Context: an optimization exercise on an open-source flow, tuned for small area, a short achievable clock period and few clock cycles. The choices shown serve that exercise and are no tape-out recipe. The RTL was checked by simulation tests, not by an equivalence proof against the original design. Power and IR drop assume default switching activity.

Setup of oak:
Design calculator, start of the top module:
module calculator
	(
	input wire clk,
	input wire rst,
	output reg rdy,
	input wire req_valid,
	input wire [2:0] req_instr,
	input wire [31:0] req_operand,
	output reg result_valid,
	output wire [31:0] result,
	output reg [7:0] error
);
==> flow/config.mk <==
export PLATFORM = sky130hd
export DESIGN_NAME = calculator
export DESIGN_NICKNAME = calculator
export VERILOG_FILES = /design/flow/design.v
export SDC_FILE = /design/flow/constraint.sdc
export NUM_CORES = 4
export LEC_CHECK = 0
export ABC_AREA = 1
export CAP_MARGIN = 0
export CORE_MARGIN = 2
export CORE_UTILIZATION = 50
export CTS_BUF_LIST = sky130_fd_sc_hd__clkbuf_4 sky130_fd_sc_hd__clkbuf_8
export SETUP_SLACK_MARGIN = 4.7
export SLEW_MARGIN = 0
==> flow/constraint.sdc <==
create_clock -name core_clock -period 9.0 [get_ports {clk}]
set_input_delay 1.8000 -clock core_clock [delete_from_list [all_inputs] [get_ports {clk}]]
set_output_delay 1.8000 -clock core_clock [all_outputs]
set_load 0.01 [all_outputs]
run.sh (not shown) runs the stock make flow with config.mk's settings and CLKGATE_MAP_FILE= SYNTH_SCRIPT=/design/flow/synth_recipe.tcl, a recipe that flattens the netlist after the stock synthesis.
oak reached the final stage; the timing, design-rule and antenna checks on its layout passed.
Testbench counts of oak, summed over its fixed seeds: cycles 7,484.
Relative to oak, the following input files were edited for pine:
- SETUP_SLACK_MARGIN: 4.7 -> 4.5
- ABC_AREA: 1 -> unset
==> comparison <==
- pine vs oak: fmax down by a little under 10%
- The worst setup slack of pine falls short of that of oak by 360 ps.
- Beginning of the critical path = req_instr[0]: oak; beginning of the critical path = T[1]: pine
- pine vs oak — critical path depth rose 10.
- Between pine and oak, the number of storage elements in the synthesis netlist figures differ only marginally.
- Compared with oak, pine improves core region area.
- Compared with oak, pine shows a effective utilization at floorplan that is 0.33 points lower.
- From oak to pine the numbers moved as follows: buffer share of cell area +2.0 points; share of the clock period used by the worst path after layout +4.0 points; filler-free cell count of the finished design -21%; synthesized-area fraction occupied by adder cells +0.42 points; total number of vias -about 12%.
Changes in birch relative to pine:
- an added ABC_AREA of 1
- a change of SETUP_SLACK_MARGIN from 4.5 to 4.3
==> comparison <==
In the reports for pine and birch, the smaller overall global routing resource usage belongs to birch. birch vs. pine: data arrival time of the worst path -2210 ps, total power moved down, via count higher, global routing usage on met3 went down 2.8 points, effective utilization at floorplan has increased. Going from pine to birch, clock tree buffer count of the final layout shrank by a few percent. In birch, the post-route worst setup slack came out 28 ps above the value in pine.

---

calculator again, from the RTL that the note above started with.
Settings: LEC_CHECK=0, ABC_AREA=1, CAP_MARGIN=0, CORE_MARGIN=2, CORE_UTILIZATION=58, CTS_BUF_LIST=sky130_fd_sc_hd__clkbuf_4 sky130_fd_sc_hd__clkbuf_8, SETUP_SLACK_MARGIN=4.5, SLEW_MARGIN=0; clock period 9.0 ns.
The baseline ran to the end with no violations.
Testbench counts at the start, summed over its fixed seeds: cycles 7,484.
Next try:
Settings changed: CORE_UTILIZATION 58 to 50, CTS_BUF_LIST sky130_fd_sc_hd__clkbuf_4 sky130_fd_sc_hd__clkbuf_8 to sky130_fd_sc_hd__clkbuf_4.
Outcome: Setup slack gains 0.015 ns. Fmax came out higher by about 0.34%. Critical path depth is lower by 1. Sequential power barely changes. Non-clock buffer count went up by 18. Utilization falls by 8.4 points. Power grows by 2.5%.
Next try:
==> flow/flow/run.sh (new file) <==
#!/bin/bash
# The standard layout (the standard.sh, all steps), with the ports
# buffered by the smallest buffer cell instead of ORFS's default choice.
set -e
export BUFFER_PORTS_ARGS="-buffer_cell sky130_fd_sc_hd__buf_1"
bash standard.sh > standard.log 2>&1
==> flow/standard.sh (new file) <==
#!/bin/bash
# synth_recipe.tcl (not shown) runs the flow's synth.tcl, then flattens the netlist and writes it again
# the make line also repeats each setting of config.mk as NAME=value (left out here)
make -C /OpenROAD-flow-scripts/flow DESIGN_CONFIG=/design/flow/config.mk WORK_HOME=/design/flow/orfs CLKGATE_MAP_FILE= SYNTH_SCRIPT=/design/flow/synth_recipe.tcl "${@:-finish}"
Settings changed: CTS_BUF_LIST sky130_fd_sc_hd__clkbuf_4 to sky130_fd_sc_hd__clkbuf_4 sky130_fd_sc_hd__clkbuf_8.
removed: flow/run.sh
Power went up by about 4.6%; clock power went up by about 10%; combinational power went down by about 2%.
Next try:
==> flow/run.sh (new file) <==
#!/bin/bash
# synth_recipe.tcl (not shown) runs the flow's synth.tcl, then flattens the netlist and writes it again
# the make line also repeats each setting of config.mk as NAME=value (left out here)
make -C /OpenROAD-flow-scripts/flow DESIGN_CONFIG=/design/flow/config.mk WORK_HOME=/design/flow/orfs CLKGATE_MAP_FILE= SYNTH_SCRIPT=/design/flow/synth_recipe.tcl finish
Settings changed: CORE_UTILIZATION 50 to 55, SETUP_SLACK_MARGIN 4.5 to 4.6.
removed: flow/flow/run.sh
removed: flow/standard.sh
After rerunning: Hold slack improved by 0.010 ns. Clock skew goes down by 0.018 ns. First-iteration DRC count rose by 1.9%. Final area came out higher by 1.4%. Final cell count drops by 1.2%. Clock power came out lower by about 8%. Routed wire length goes down by 3.7%. Non-clock buffer count drops by 7. Sequential share of layout area went down by 0.52 points. Total power went down by 2.5%.
Next try:
Settings changed: CORE_UTILIZATION 55 to 50, SETUP_SLACK_MARGIN 4.6 to 4.5.
- die area is higher by roughly a tenth
- final cell count is about the same
- via count is lower slightly
- global-route usage is lower by 2.5 points
- area after synthesis is unchanged
- routed wire length is higher slightly
- clock power barely changes
- power is lower slightly
- sequential share of layout area is higher by 0.63 points
- utilization is lower by 6.6 points

---

Another version of the RTL of calculator (not shown whole).
Size in the first run: ~3300 cells after synthesis, about 310 flip-flops, about 80 I/O pins, roughly 24000 µm² of cells after synthesis.
==> flow/config.mk <==
export PLATFORM = sky130hd
export DESIGN_NAME = calculator
export DESIGN_NICKNAME = calculator
export VERILOG_FILES = /design/flow/design.v
export SDC_FILE = /design/flow/constraint.sdc
export NUM_CORES = 4
export LEC_CHECK = 0
export ABC_AREA = 1
export CAP_MARGIN = 20
export CORE_MARGIN = 2
export CORE_UTILIZATION = 40
export SETUP_SLACK_MARGIN = 4.5
export SLEW_MARGIN = 20
==> flow/constraint.sdc <==
create_clock -name core_clock -period 9.0 [get_ports {clk}]
set_input_delay 1.8000 -clock core_clock [delete_from_list [all_inputs] [get_ports {clk}]]
set_output_delay 1.8000 -clock core_clock [all_outputs]
set_load 0.01 [all_outputs]
Stock flow here: none of the scripts above is used.
The baseline produced a clean layout.
Testbench counts at the start, summed over its fixed seeds: cycles 7,484.
Next try:
Settings changed: ABC_AREA 1 to unset.
Non-clock buffer count rose by 140.
Via count fell by about 5%.
Sequential cell count stays the same.
Clock-buffer cell count rose by 3.
Clock skew rose by 14 ps.

---

Another version of the RTL of calculator (not shown whole).
Size: ~80 I/O pins, ~23000 µm² of cells after synthesis.
==> flow/design.v (excerpt) <==
module calculator
	(
	input wire clk,
	input wire rst,
	output reg rdy,
	input wire req_valid,
	input wire [2:0] req_instr,
	input wire [31:0] req_operand,
	output reg result_valid,
	output wire [31:0] result,
	output reg [7:0] error
);
Settings: LEC_CHECK=0, CAP_MARGIN=20, CORE_MARGIN=2, CORE_UTILIZATION=40, SETUP_SLACK_MARGIN=4.5, SLEW_MARGIN=20; clock period 9.0 ns.
Testbench counts at the start, summed over its fixed seeds: cycles 7,320.
Next try:
- ABC_CLOCK_PERIOD_IN_PS: unset -> 4500
What happened: Design area is unchanged; core utilization does not change; register-to-register slack barely changes; clock-buffer cell count does not change; area after synthesis does not change; hold slack stays the same; non-clock buffer count is unchanged.

---

The RTL this note starts from:
==> flow/design.v <==
module LIFO
	#(parameter N=6,    
	  parameter DW=32   
	)
(
	input wire clk,
	input wire push,            
	input wire [N+2:0] dep,     
	input wire [DW-1:0] dat_i,
	output reg [DW-1:0] dat_o   
);
	reg [DW-1:0] mem [0:N-1];
	genvar i;
	generate
		for (i = 0; i < N; i = i + 1) begin : g_ent
			always @(posedge clk)
				if (push && dep[i+2]) mem[i] <= dat_i;
		end
	endgenerate
	integer j;
	always @(*) begin
		dat_o = {DW{1'b0}};
		for (j = 0; j < N; j = j + 1)
			dat_o = dat_o | ({DW{dep[j+3]}} & mem[j]);
	end
endmodule
module calculator
	(
	input wire clk,
	input wire rst,
	output reg rdy,
	input wire req_valid,
	input wire [2:0] req_instr,
	input wire [31:0] req_operand,
	output reg result_valid,
	output wire [31:0] result,
	output reg [7:0] error
);
	reg [31:0] T;       
	reg [31:0] S;       
	reg [31:0] R;       
	reg        bm1;     
	reg [8:0]  dep;     
	reg        bmul;    
	reg        bdiv;    
	reg [4:0]  cnt;     
	wire lt2  = dep[0] | dep[1];
	wire full = dep[8];
	wire i_push = (req_instr == 3'd0);
	wire i_add  = (req_instr == 3'd1);
	wire i_sub  = (req_instr == 3'd2);
	wire i_mul  = (req_instr == 3'd3);
	wire i_bad  = req_instr[2] & (req_instr[1] | req_instr[0]);
	always @(*) begin
		if (req_valid && !i_push && lt2) error = 8'd1;
		else if (req_valid && i_push && full) error = 8'd2;
		else if (req_valid && i_bad) error = 8'd3;
		else error = 8'd0;
	end
	wire ok  = i_push ? !full : (!lt2 && !i_bad);
	wire acc = rdy & req_valid & ok;
	wire [31:0] pop_val;
	LIFO #(6, 32) i_stack (
		.clk(clk),
		.push(acc & i_push),
		.dep(dep),
		.dat_i(S),
		.dat_o(pop_val)
	);
	wire one0 = bmul ? (R[0] ^ bm1) : 1'b1;
	wire two0 = bmul & ((R[1] & ~R[0] & ~bm1) | (~R[1] & R[0] & bm1));
	wire neg0 = bmul & R[1];
	wire one1 = bmul & (R[2] ^ R[1]);
	wire two1 = bmul & ((R[3] & ~R[2] & ~R[1]) | (~R[3] & R[2] & R[1]));
	wire neg1 = bmul & R[3];
	wire [31:0] S2  = {S[30:0], 1'b0};
	wire [31:0] m0  = ({32{one0}} & S) | ({32{two0}} & S2);
	wire [31:0] m1  = ({32{one1}} & S) | ({32{two1}} & S2);
	wire [31:0] pp0 = m0 ^ {32{neg0}};
	wire [31:0] pp1 = {m1[29:0], 2'b00} ^ {32{neg1}};
	wire [31:0] cs_s = T ^ pp0 ^ pp1;
	wire [31:0] cs_c = {(T[30:0] & pp0[30:0]) | (T[30:0] & pp1[30:0]) | (pp0[30:0] & pp1[30:0]), neg0};
	wire [32:0] sum33 = {cs_s, neg1} + {cs_c, neg1};
	wire [31:0] sum = sum33[32:1];
	wire [32:0] d1 = {1'b0, S} - {1'b0, R};
	wire        b1 = d1[32];
	wire [5:0] zs, zt;
	calc_lzc i_lzs (.x(S), .z(zs));
	calc_lzc i_lzt (.x(T), .z(zt));
	wire [6:0] dz = {1'b0, zt} - {1'b0, zs};
	wire       t_zero = zt[5];                         
	wire       div_now = t_zero | dz[6];               
	wire [31:0] t_al = T << dz[4:0];
	wire mul_last = (R[31:3] == 29'd0);
	wire div_last = (cnt == 5'd0);
	wire done = (bmul & mul_last) | (bdiv & div_last);
	always @(posedge clk) begin
		if (rst) begin
			rdy <= 1'b1;
			result_valid <= 1'b0;
			dep <= 9'd1;
			bmul <= 1'b0;
			bdiv <= 1'b0;
		end else begin
			if (acc) begin
				if (i_push) begin
					dep <= {dep[7:0], 1'b0};
					result_valid <= 1'b1;
				end else if (!i_mul && !(req_instr[2] && !div_now)) begin
					dep <= {1'b0, dep[8:1]};
				end else begin
					rdy <= 1'b0;
					result_valid <= 1'b0;
					bmul <= i_mul;
					bdiv <= !i_mul;
				end
			end
			if (done) begin
				rdy <= 1'b1;
				result_valid <= 1'b1;
				bmul <= 1'b0;
				bdiv <= 1'b0;
				dep <= {1'b0, dep[8:1]};
			end
		end
	end
	wire a_push = acc & i_push;
	wire a_add  = acc & i_add;
	wire a_sub  = acc & i_sub;
	wire a_mul  = acc & i_mul;
	wire a_div  = acc & req_instr[2];
	wire sT_op   = a_push;
	wire sT_sum  = a_add | bmul;
	wire sT_sub  = a_sub;
	wire sT_q    = bdiv;
	wire sT_ones = a_div & t_zero;
	wire enT     = acc | bmul | bdiv;
	wire [31:0] T_d = ({32{sT_op}} & req_operand) | ({32{sT_sum}} & sum)
	                | ({32{sT_sub}} & d1[31:0]) | ({32{sT_q}} & {T[30:0], ~b1})
	                | {32{sT_ones}};
	wire sS_T   = a_push | (a_mul & b1);
	wire sS_pop = a_add | a_sub | (a_div & div_now) | (bmul & mul_last) | (bdiv & div_last);
	wire sS_sh  = bmul & ~mul_last;
	wire sS_d   = bdiv & ~div_last & ~b1;
	wire enS    = sS_T | sS_pop | sS_sh | sS_d;
	wire [31:0] S_d = ({32{sS_T}} & T) | ({32{sS_pop}} & pop_val)
	                | ({32{sS_sh}} & {S[27:0], 4'b0}) | ({32{sS_d}} & d1[31:0]);
	wire sR_S  = a_mul & b1;
	wire sR_al = a_div & ~div_now;
	wire sR_4  = bmul & ~mul_last;
	wire sR_1  = bdiv & ~div_last;
	wire sR_T  = (acc & ~i_mul & ~(req_instr[2] & ~div_now)) | done;
	wire enR   = sR_S | sR_al | sR_4 | sR_1 | sR_T;
	wire [31:0] R_d = ({32{sR_S}} & S) | ({32{sR_al}} & t_al) | ({32{sR_T}} & T_d)
	                | ({32{sR_4}} & {4'b0, R[31:4]}) | ({32{sR_1}} & {1'b0, R[31:1]});
	always @(posedge clk) begin
		if (enT) T <= T_d;
		if (enS) S <= S_d;
		if (enR) R <= R_d;
		if (a_mul) bm1 <= 1'b0;
		else if (bmul) bm1 <= R[3];
		if (a_div) cnt <= dz[4:0];
		else if (bdiv) cnt <= cnt - 5'd1;
	end
	assign result = T;
endmodule
module calc_lzc (
	input wire [31:0] x,
	output wire [5:0] z
);
	wire [15:0] v1;
	wire [15:0] z1;
	genvar i;
	generate
		for (i = 0; i < 16; i = i + 1) begin : g1
			assign v1[i] = x[2*i+1] | x[2*i];
			assign z1[i] = ~x[2*i+1];
		end
	endgenerate
	wire [7:0] v2;
	wire [15:0] z2;
	generate
		for (i = 0; i < 8; i = i + 1) begin : g2
			assign v2[i] = v1[2*i+1] | v1[2*i];
			assign z2[2*i+1:2*i] = v1[2*i+1] ? {1'b0, z1[2*i+1]} : {1'b1, z1[2*i]};
		end
	endgenerate
	wire [3:0] v3;
	wire [11:0] z3;
	generate
		for (i = 0; i < 4; i = i + 1) begin : g3
			assign v3[i] = v2[2*i+1] | v2[2*i];
			assign z3[3*i+2:3*i] = v2[2*i+1] ? {1'b0, z2[4*i+3:4*i+2]} : {1'b1, z2[4*i+1:4*i]};
		end
	endgenerate
	wire [1:0] v4;
	wire [7:0] z4;
	generate
		for (i = 0; i < 2; i = i + 1) begin : g4
			assign v4[i] = v3[2*i+1] | v3[2*i];
			assign z4[4*i+3:4*i] = v3[2*i+1] ? {1'b0, z3[6*i+5:6*i+3]} : {1'b1, z3[6*i+2:6*i]};
		end
	endgenerate
	assign z = v4[1] ? {2'b00, z4[7:4]} : v4[0] ? {2'b01, z4[3:0]} : 6'd32;
endmodule
make LEC_CHECK=0 ABC_AREA=1 CAP_MARGIN=0 CORE_MARGIN=2 CORE_UTILIZATION=50 CTS_BUF_LIST='sky130_fd_sc_hd__clkbuf_4 sky130_fd_sc_hd__clkbuf_8' SETUP_SLACK_MARGIN=4.7 SLEW_MARGIN=0 finish   # period 9.0 ns
Testbench counts at the start, summed over its fixed seeds: cycles 7,484.
Then changed:
Settings changed: CAP_MARGIN 0 to 20, CORE_UTILIZATION 50 to 40, CTS_BUF_LIST sky130_fd_sc_hd__clkbuf_4 sky130_fd_sc_hd__clkbuf_8 to not set, SETUP_SLACK_MARGIN 4.7 to 4.5, SLEW_MARGIN 0 to 20.
Core utilization fell by 13 points.
Via count decreases by 4.5%.
Final cell count is higher by 2.0%.
Final area is lower by 1.6%.
Then changed:
Settings changed: TNS_END_PERCENT set to 0.
The changed run completed with no timing, DRC or antenna violations.
Sequential power is about the same.
Fmax is lower by 1.0%.
Worst setup slack got worse by 0.046 ns.
Final area stays flat.
Non-clock buffer count is higher by 4.
First-iteration DRC count is lower by 0.59%.
Cell count stays flat.
Via count is higher by about 0.5%.
Worst hold slack improved by 0.0031 ns.
Then changed:
Settings changed: CTS_BUF_LIST set to sky130_fd_sc_hd__clkbuf_4 sky130_fd_sc_hd__clkbuf_8, TNS_END_PERCENT 0 to not set.
What happened: The changed run passed the timing, design-rule and antenna checks. Die area does not change. Wire length came out higher by about 1.2%. Clock power is lower by about 10%. Sequential power hardly moves. Worst hold slack degrades by 0.0038 ns. Clock skew climbs by 0.021 ns. Power fell by about 5%. Synthesized cell count is unchanged. Via count went up by 0.40%.

-- port drivers added, routing unchanged --
How much do the figures lean on ideal ports? The routed layouts below were timed once more, with nothing changed but the port constraints. Step 1: set_driving_cell puts a clkbuf_16 on clk and a buf_2 on each other input, an assumption about the parent block. Step 2 also shifts input and output timing later by t, the mid clock arrival at the registers, as if the neighbouring blocks saw the same clock. a / b / c = ideal / step 1 / step 2; a / b = the first two.
run | t, ns | slack for setup (ns) | worst setup path after step 2 | worst data-port slew with drivers (ns) | pins driven straight from the clock port
oak | 0.653 | 4.673 / 4.628 / 4.238 | input to register | 0.06 | 1
pine | 0.702 | 4.316 / 4.316 / 3.963 | input to register | 0.04 | 1
birch | 0.668 | 4.344 / 4.317 / 4.085 | input to register | 0.04 | 1
the first run of note 2 | 0.659 | 4.581 / 4.561 / 4.186 | input to register | 0.04 | 1
the second run of note 2 | 0.848 | 4.596 / 4.575 / 3.792 | input to register | 0.04 | 1
the third run of note 2 | 0.708 | 4.516 / 4.492 / 4.039 | input to register | 0.04 | 1
the fourth run of note 2 | 0.651 | 4.650 / 4.612 / 4.237 | input to register | 0.05 | 1
the fifth run of note 2 | 0.677 | 4.613 / 4.592 / 4.288 | input to register | 0.04 | 1
the first run of note 3 | 0.608 | 4.429 / 4.391 / 4.017 | input to register | 0.07 | 1
the second run of note 3 | 0.640 | 4.179 / 4.179 / 3.787 | input to register | 0.09 | 1
the first run of note 4 | 0.613 | 3.746 / 3.746 / 3.746 | register to register | 0.07 | 1
the second run of note 4 | 0.613 | 3.746 / 3.746 / 3.746 | register to register | 0.07 | 1
the first run of note 5 | 0.657 | 4.641 / 4.600 / 4.175 | input to register | 0.05 | 1
the second run of note 5 | 0.587 | 4.524 / 4.510 / 4.390 | input to register | 0.06 | 1
the third run of note 5 | 0.590 | 4.478 / 4.468 / 4.270 | input to register | 0.06 | 1
the fourth run of note 5 | 0.689 | 4.530 / 4.509 / 4.292 | input to register | 0.06 | 1
After both steps setup and hold are still met in every run listed. The setup slack of the second run of note 2, which loses most, moves by -0.021 ns with the drivers and by -0.804 ns with both steps.
